Context: an optimization exercise on an open-source flow, tuned for small area. The choices shown serve that exercise and are no tape-out recipe. In this exercise RTL edits were held to simulation tests only and were not proved equivalent to the original. No activity file was given, so power comes from the tool's default toggle rates.

**flow/xyz.mem**
```
0110000111101000
1111101000110000
0110110001100100
1111110001000000
0110000101100000
1111101010111000
0110010010100000
1111000111110000
0110101101010100
1111110111110100
0110111111010000
1111111111010100
0110100111110000
1111010110111000
0110110111101000
1111100111101000
0110010110100000
1111010011100000
0110110011001000
1111110010100000
0110110100101000
1111010100110000
0110111001111000
1111010111011000
0110001001001000
1111000110010000
0110001101110000
1111010110111000
0110001100110000
1111010110101000
0000000000000000
0000000000000000
```
**flow/run.sh**
```bash
#!/bin/bash
# synth_recipe.tcl (not shown) runs the flow's synth.tcl, then flattens the netlist and writes it again
# the make line also repeats each setting of config.mk as NAME=value (left out here)
make -C /OpenROAD-flow-scripts/flow DESIGN_CONFIG=/design/flow/config.mk WORK_HOME=/design/flow/orfs CLKGATE_MAP_FILE= SYNTH_SCRIPT=/design/flow/synth_recipe.tcl finish
```
**flow/config.mk**
```make
export PLATFORM = sky130hd
export DESIGN_NAME = accel
export DESIGN_NICKNAME = accel
export VERILOG_FILES = /design/flow/design.v
export SDC_FILE = /design/flow/constraint.sdc
export NUM_CORES = 4
export LEC_CHECK = 0
export CAP_MARGIN = 20
export CORE_MARGIN = 2
export CORE_UTILIZATION = 40
export SLEW_MARGIN = 20
```
**flow/constraint.sdc**
```tcl
create_clock -name core_clock -period 25.0 [get_ports {clk}]
set_input_delay 5.0000 -clock core_clock [delete_from_list [all_inputs] [get_ports {clk}]]
set_output_delay 5.0000 -clock core_clock [all_outputs]
set_load 0.01 [all_outputs]
```
**flow/design.v**
```verilog
module clock_divider #(parameter FREQ = 2)
(
    input clk,
    input rst,
    output tick
);
localparam clk_freq = 50_000;  
localparam count_max = clk_freq/(2*FREQ);
reg [31:0] count;
reg clk_div;
always @(posedge clk)
    begin
        if(rst==1'b1)
            begin
            count <= 32'b0;
            end
        else if(count == count_max-1)
            begin
            count <= 32'b0;
            end
        else
            begin
            count <= count + 1;
            end
    end
always @(posedge clk)
    begin
        if(rst==1)
            begin
            clk_div <= 1'b0;
            end
        else if(count == count_max-1)
            begin
            clk_div <= ~clk_div;
            end
        else
            begin
            clk_div <= clk_div;
            end
    end
assign tick = (count == count_max-1) && !clk_div;
endmodule
module seg7(
	input [3:0] in,
	output reg [6:0] display
);
always @(in)
begin
	case(in)
		0:
			display = 7'b1000000;
		1:
			display = 7'h79;
		2:
			display = 7'h24;
		3:
			display = 7'h30;
		4:
			display = 7'h19;
		5:
			display = 7'h12;
		6:
			display = 7'h02;
		7:
			display = 7'h78;
		8:
			display = 7'h00;	
		9:
			display = 7'h18;
		default:
			display = 7'h11;
	endcase
end
endmodule
module rom (
    input clk,
    input rst,
    output reg [19:0] rom_x, rom_y, rom_z  
);
    reg [15:0] rom [0:31]; 
    reg [4:0] index_x;
	 reg [4:0] index_y;
	 reg [4:0] index_z;
	wire clkdiv;
	clock_divider #(.FREQ(1)) clk_div (
		.clk(clk),
		.rst(rst),
		.tick(clkdiv)
	);
    initial begin
        $readmemb("xyz.mem", rom);
    end
	always @(posedge clk)
	begin
			 rom_x <= rom[index_x];
			 rom_y <= rom[index_y];
			 rom_z <= rom[index_z];
	end
    always @(posedge clk) begin
        if (rst) begin
            index_x <= 0;
				index_y <= 1;
				index_z <= 2;
        end 
        else if (clkdiv) begin
            if (index_z <= 30) begin  
               index_x <= index_x + 3;
					index_y <= index_y + 3;
					index_z <= index_z + 3;
					end
					else begin
					index_x <= 0;
				   index_y <= 1;
				   index_z <= 2;
				   end
          end
        end
endmodule
module pwm (
    input clk,          
    input select,
	 input rst,
	 input grab,
	 input signx, signy, signz,
	 input [15:0] data_x, data_y, data_z,
    output reg out1, out2, out3, out4
);
localparam FREQ = 100;
localparam PERIOD = 20'd999_999;
localparam MIN_PULSE = 20'd25_000;  
localparam MAX_PULSE = 20'd125_000;  
localparam CENTER_PULSE = 20'd65_000;
localparam COUNTER_CODO = 20'd10_000; 
localparam STEP = 20'd1_000;
reg [19:0] counter;
reg [19:0] target_pulsex;
reg [19:0] target_pulsey;
reg [19:0] target_pulsez;
reg [19:0] target_pulseg;
wire [19:0] rom_x;
wire [19:0] rom_y;
wire [19:0] rom_z;
wire clkdiv;
clock_divider #(.FREQ(FREQ)) clk_div (
	.clk(clk),
	.rst(rst),
	.tick(clkdiv)
);
rom romemory (
	.clk(clk),
	.rst(rst),
	.rom_x(rom_x),
	.rom_y(rom_y),
	.rom_z(rom_z)
);
always @(posedge clk) begin
    if (rst)
        counter <= 0;
    else if (counter < PERIOD)
        counter <= counter + 1;
    else
        counter <= 0;
end
always @(posedge clk) begin
    if (rst) begin
        target_pulsex <= CENTER_PULSE;
		  target_pulsey <= CENTER_PULSE;
		  target_pulsez <= CENTER_PULSE;
		  target_pulseg <= CENTER_PULSE;
    end
    else if (clkdiv) begin
	 if(grab)
		target_pulseg <= MAX_PULSE;
	 else
		target_pulseg <= MIN_PULSE;
        if (select == 0) begin
				if(signx == 0)
					target_pulsex <= (data_x*185)+75000;
				else
					target_pulsex <= ((data_x*-1)*185)+75000;
				if(signy == 0)
					target_pulsey <= (data_y*185)+75000;
				else
					target_pulsey <= ((data_y*-1)*185)+75000;
				if(signz == 0)
					target_pulsez <= (data_z*185)+75000;
				else
					target_pulsez <= ((data_z*-1)*185)+75000;
       end
		 else
		 begin
			target_pulsex <= rom_x;
			target_pulsey <= rom_y;
			target_pulsez <= rom_z;
		 end
    end
end
always @(*) begin
    out1 = (counter < target_pulsex);
	 out2 = (counter < target_pulsey);
	 out3 = (counter < target_pulsez);
	 out4 = (counter < target_pulseg);
end
endmodule
module accel (
   input                clk,
   input                rst,
   input        [15:0]  data_x,
   input        [15:0]  data_y,
   input        [15:0]  data_z,
   input                select,    
   input                grab,      
   output       [6:0]   HEX0,
   output       [6:0]   HEX1,
   output       [6:0]   HEX2,
   output       [6:0]   HEX3,
   output       [6:0]   HEX4,
   output       [6:0]   HEX5,
   output       [9:0]   LEDR,
   output               servo_x,   
   output               servo_y,   
   output               servo_z,   
   output               servo_g    
   );
wire clk_2_hz;
clock_divider #(.FREQ(2)) DIVISOR_REFRESH 
(
.clk(clk),
.rst(rst),
.tick(clk_2_hz)
);
reg [15:0] data_x_reg, data_y_reg, data_z_reg;
reg signx, signy, signz;
always @(posedge clk)
begin
	if (rst)
	begin
		data_x_reg <= 0;
		data_y_reg <= 0;
		data_z_reg <= 0;
		signx <= 0;
		signy <= 0;
		signz <= 0;
	end
	else if (clk_2_hz)
	begin
	if(data_x[15] == 1)
	begin
		data_x_reg <= (~data_x + 1);
		signx <= 1;
	end
	else
	begin
		data_x_reg <= data_x;
		signx <= 0;
	end
	if(data_y[15] == 1)
	begin
		data_y_reg <= (~data_y + 1);
		signy <= 1;
	end
	else
	begin
		data_y_reg <= data_y;
		signy <= 0;
	end
	if(data_z[15] == 1)
	begin
		data_z_reg <= (~data_z + 1);
		signz <= 1;
	end
	else
	begin
		data_z_reg <= data_z;
		signz <= 0;
	end
	end
end
wire [3:0] unidades_x = data_x_reg %10;
wire [3:0] decenas_x = (data_x_reg/10)%10;
wire [3:0] centenas_x = (data_x_reg /100)%10;
wire [3:0] decenas_y = (data_y_reg/10)%10;
wire [3:0] centenas_y = (data_y_reg/100)%10;
seg7 s0 (
   .in      (unidades_x),
   .display (HEX0) );
seg7 s1 (
   .in      (decenas_x),
   .display (HEX1) );
seg7 s2 (
   .in      (centenas_x),
   .display (HEX2) );
seg7 s3 (
   .in      ({3'b000, signx}),
   .display (HEX3) );
seg7 s4 ( .in(decenas_y), .display(HEX4) );
seg7 s5 ( .in(centenas_y), .display(HEX5) );
assign LEDR = data_z_reg[9:0];
pwm control(
	.clk(clk),
	.select(select),
	.rst(rst),
	.data_x(data_x_reg),
	.data_y(data_y_reg),
	.data_z(data_z_reg),
	.grab(grab),
	.out1(servo_x),
	.out2(servo_y),
	.out3(servo_z),
	.out4(servo_g),
	.signx(signx),
	.signy(signy),
	.signz(signz)
);
endmodule
```
==> qor.csv <==
stage;metric;value;unit
outcome;status;finished clean;
clock_tree;clock latency at the later pin of the worst-skew pair;590;ps
synthesis;syn avg cell area;7.63;um2
sta;slew at the pin with the worst max-slew slack;1030;ps
detailed_routing;routed vias/inst;5.74;
sta;Setup-failing EPs final;0;
pwr;Cell Pwr Density;15.7;nW/um2
place;HPWL after DPL;150000;um
sta;RSZ-0062 raised after global routing;yes;
clock_tree;CTS tree;built;
final_layout;Multi-input gate area;52900;um2
synthesis;synth warn;7;
worst_setup_path;Arr. time, crit path;19320;ps
final_layout;Final Util;43.9;%
worst_setup_path;CP peak stage delay;580;ps
final_layout;fin cells;10400;
sta;Worst Slack Setup Final;680;ps
place;pre-CTS worst setup slack;-158;ps
synthesis;Post-synth EDFFs;0;
sta;Fin. Hold Viols;0;
global_route;initial antenna violation count;4;
die;die area;161000;um2
die;num rows;145;
detailed_routing;residual DRC count;0;
die;Core Footprint;156000;um2
sta;fin. max-slew vios;0;
pwr;Leak;31.0;nW
worst_setup_path;CP endpoint kind;output pin;
global_route;GR Util All Layers;22.7;%
hold_path;Hold Path Class;reg2reg;
final_layout;largest registers;DIVISOR_REFRESH.count: 32 flops, control.clk_div.count: 32 flops, control.romemory.clk_div.count: 32 flops;
synthesis;Seq cells post-synth;286;
global_route;vias in the first global route;57500;
place;placed cells;10300;
final_layout;Layout area overhead;8.88;%
sta;crit share post-route;97.3;%
final_layout;fill count;15800;
worst_setup_path;Crit path required time;20000;ps
detailed_routing;Initial DRC Count;4231;
worst_setup_path;Crit-path slowest cell;or4_1;
detailed_routing;Routed Antenna Nets;0;
synthesis;share of synthesized flip-flops with an asynchronous set or reset;0;%
sta;worst clock skew;35.9;ps
final_layout;final net count;9388;
die;Die H;401;um
clock_tree;root buffer cell;clkbuf_16;
clock_tree;Clock transition at path regs;60;ps
clock_tree;CTS hold repair buffers;0;
worst_setup_path;CP Max Fanout;16;
final_layout;FF/Latch Area;5730;um2
job;max cap viols;0;
synthesis;sequential fraction of the synthesis area;9.09;%
die;IO Pins;108;
place;GP Congestion;0.953;
global_route;first-pass GRT wire length;306000;um
sta;Slew headroom;30.7;%
worst_setup_path;crit start category;flop;
detailed_routing;WL final;188000;um
sta;max frequency;41.1;MHz
clock_tree;clk sinks;286;
die;DIE WIDTH;401;um
place;port bufs;104;
detailed_routing;Avg WL per Cell;18.1;um
clock_tree;maximum clock path buffer count;3;
synthesis;Cell Area, Synth;63000;um2
sta;Final min period;24320;ps
worst_setup_path;crit path kind;reg2out;
synthesis;Main synth FF type;dfxtp_1;
detailed_routing;DRT Pass-1 Iters;6;
detailed_routing;via count;59500;
die;Initial Utilization;40.3;%
pwr;Worst VDD drop;0.0000502;V
worst_setup_path;cell mode on critical path;buf_4;
sta;setup TNS;0;ps
clock_tree;CTS Buf Count;38;
global_route;grt ovf;0;
clock_tree;H-tree levels;2;
final_layout;layout cell share with drive strength beyond 1;7.44;%
synthesis;Post-Synthesis Cells;8251;
synthesis;Synth cell types;164;
global_route;largest net degree at the start of global routing;80;
[cells in the mapped netlist, types with 19 or more instances]
| library cell | instances | area [um2] |
|---|---|---|
| inv_1 | 870 | 3270 |
| nor2_1 | 799 | 3000 |
| ha_1 | 619 | 7740 |
| nand2_1 | 615 | 2310 |
| a21oi_1 | 563 | 2820 |
| xnor2_1 | 511 | 4480 |
| fa_1 | 438 | 8770 |
| o21ai_0 | 364 | 1820 |
| dfxtp_1 | 286 | 5730 |
| nand3_1 | 246 | 1230 |
| clkbuf_1 | 234 | 878 |
| xor2_1 | 215 | 1880 |
| nor3_1 | 205 | 1030 |
| a211oi_1 | 137 | 1030 |
| mux2i_1 | 119 | 1190 |
| o21bai_1 | 102 | 766 |
| nand2b_1 | 94 | 588 |
| a31oi_1 | 92 | 576 |
| and3_1 | 92 | 576 |
| and2_1 | 87 | 544 |
| a21o_1 | 86 | 646 |
| nand4_1 | 76 | 475 |
| nor2b_1 | 73 | 457 |
| o211ai_1 | 73 | 548 |
| nor4_1 | 66 | 413 |
| or3_1 | 65 | 407 |
| o31ai_1 | 59 | 443 |
| o22ai_1 | 51 | 319 |
| a211o_1 | 46 | 403 |
| or2_2 | 42 | 263 |
| buf_4 | 40 | 300 |
| o21a_1 | 40 | 300 |
| o21ai_1 | 37 | 185 |
| mux2_2 | 35 | 394 |
| a21boi_0 | 32 | 240 |
| a2111oi_0 | 31 | 272 |
| a22oi_1 | 28 | 210 |
| o211a_1 | 26 | 260 |
| maj3_1 | 25 | 250 |
| buf_1 | 24 | 90.1 |
| buf_2 | 22 | 110 |
| or4_1 | 21 | 158 |
| nor3b_1 | 19 | 143 |
| nor4b_1 | 19 | 166 |
| o2111ai_1 | 19 | 166 |
[report_power, final]
group	total, mW	switching, mW	internal (mW)
clock	0.574	0.230	0.344
sequential	0.460	0.00236	0.457
combinational	0.0455	0.0279	0.0176
total	1.08	0.260	0.819
[per-stage QoR]
stage | instance area (um2) | hold WS, ps | power (mW)
after global routing | 68600 | 478 | 1.12
after CTS | 68000 | 459 | 1.10
after detailed placement | 66500 | 445 | 0.515
final | 68600 | 453 | 1.08
after floorplan | 63000 | 427 | 0.494
after global placement | 66500 | 437 | 0.514
[critical path: cells and delay by family, from the launching register on]
family / cells / cell delay (ps)
mux: 5 / 1370
fa+ha+maj: 3 / 860
buf+inv: 11 / 2280
flops: 1 / 310
simple gates: 26 / 7510
compound gates: 22 / 6260
xor+xnor: 1 / 110
[logic make-up after synthesis]
kind of cell	share of synthesized area, %
DFF	9.09
buffers and inverters	7.85
muxes	2.66
adders and majority gates	26.6
AOI/OAI and AO/OA	22.8
xor gates and xnor gates	10.3
other	0.0119
and+or+nand+nor	20.6
[routing by layer]
layer,vias up,global-route usage (%),wire (um)
li1,29000,-,-
met1,28700,30.9,86600
met2,1538,38.5,87700
met3,299,2.24,8800
met4,6,5.30,4530
met5,-,0,51
[area by class of cell]
cell class | instances | area share (%)
multi-input cells | 6743 | 77.1
flip-flops and latches | 286 | 8.35
inverters | 878 | 4.82
repair buffers | 332 | 4.07
well taps | 2058 | 3.76
clock buffers | 52 | 1.55
clock inverters | 18 | 0.343
diodes | 1 | 0.00365
[timing repair]
item / in CTS / in global routing
gates resized for setup: 18 / 89
buffers inserted: 10 / 21
setup endpoints to repair: 14 / 27
pin swaps: 7 / 16
[final timing paths]
| kind | depth (start not counted) | to | slack (ps) | start |
|---|---|---|---|---|
| setup / recovery | 68 | HEX4[4] | 680 | data_y_reg[5] |
| hold / removal | 1 | control.target_pulseg[12] | 450 | control.target_pulseg[12] |
| setup reg to reg | 34 | control.target_pulsez[19] | 14580 | data_z_reg[2] |
| hold reg to reg | 1 | control.target_pulseg[12] | 450 | control.target_pulseg[12] |
[placed cells by master (no fill, tap or decap), types with 56 or more instances in the layout]
cell             instances
o21ai_0                360
ha_1                   618
nor4_1                  62
and3_1                  90
a21oi_1                560
clkdlybuf4s50_1        102
nor2b_1                 71
fa_1                   438
nor2_1                 791
o31ai_1                 56
or3_1                   63
nand2_1                613
o21bai_1               101
xor2_1                 215
nand2b_1                93
mux2i_1                116
inv_1                  868
nand3_1                246
a31oi_1                 89
nor3_1                 200
a211oi_1               128
buf_4                  224
o211ai_1                73
a21o_1                  85
xnor2_1                502
nand4_1                 76
dfxtp_1                284
and2_1                  86

## afterwards: timing with drivers on the ports
In the flow no input, the clock included, has a driving cell. The finished layout below was timed again as built, in two steps.
Step 1: set_driving_cell puts a clkbuf_16 on clk and a buf_2 on each other input, an assumption about the parent block.
Step 2 adds t to the input delays and takes it off the output delays; t is the mean of the earliest and latest rising clock arrival at the registers after step 1. Input paths then give back, and output paths get back, about the clock's delay inside the block.
Three values: no drivers, after step 1, after step 2; two values: the first two.
t (ns): 0.631
slack for setup (ns): 0.680 / 0.618 / 1.250
worst hold slack (ns): 0.453 / 0.453 / 0.453
worst data-port slew with drivers (ns): 0.20
pins driven straight from the clock port: 1
After both steps setup and hold are still met in this run. For this run, drivers alone change the setup slack by -0.062 ns; drivers and shift together by +0.570 ns.
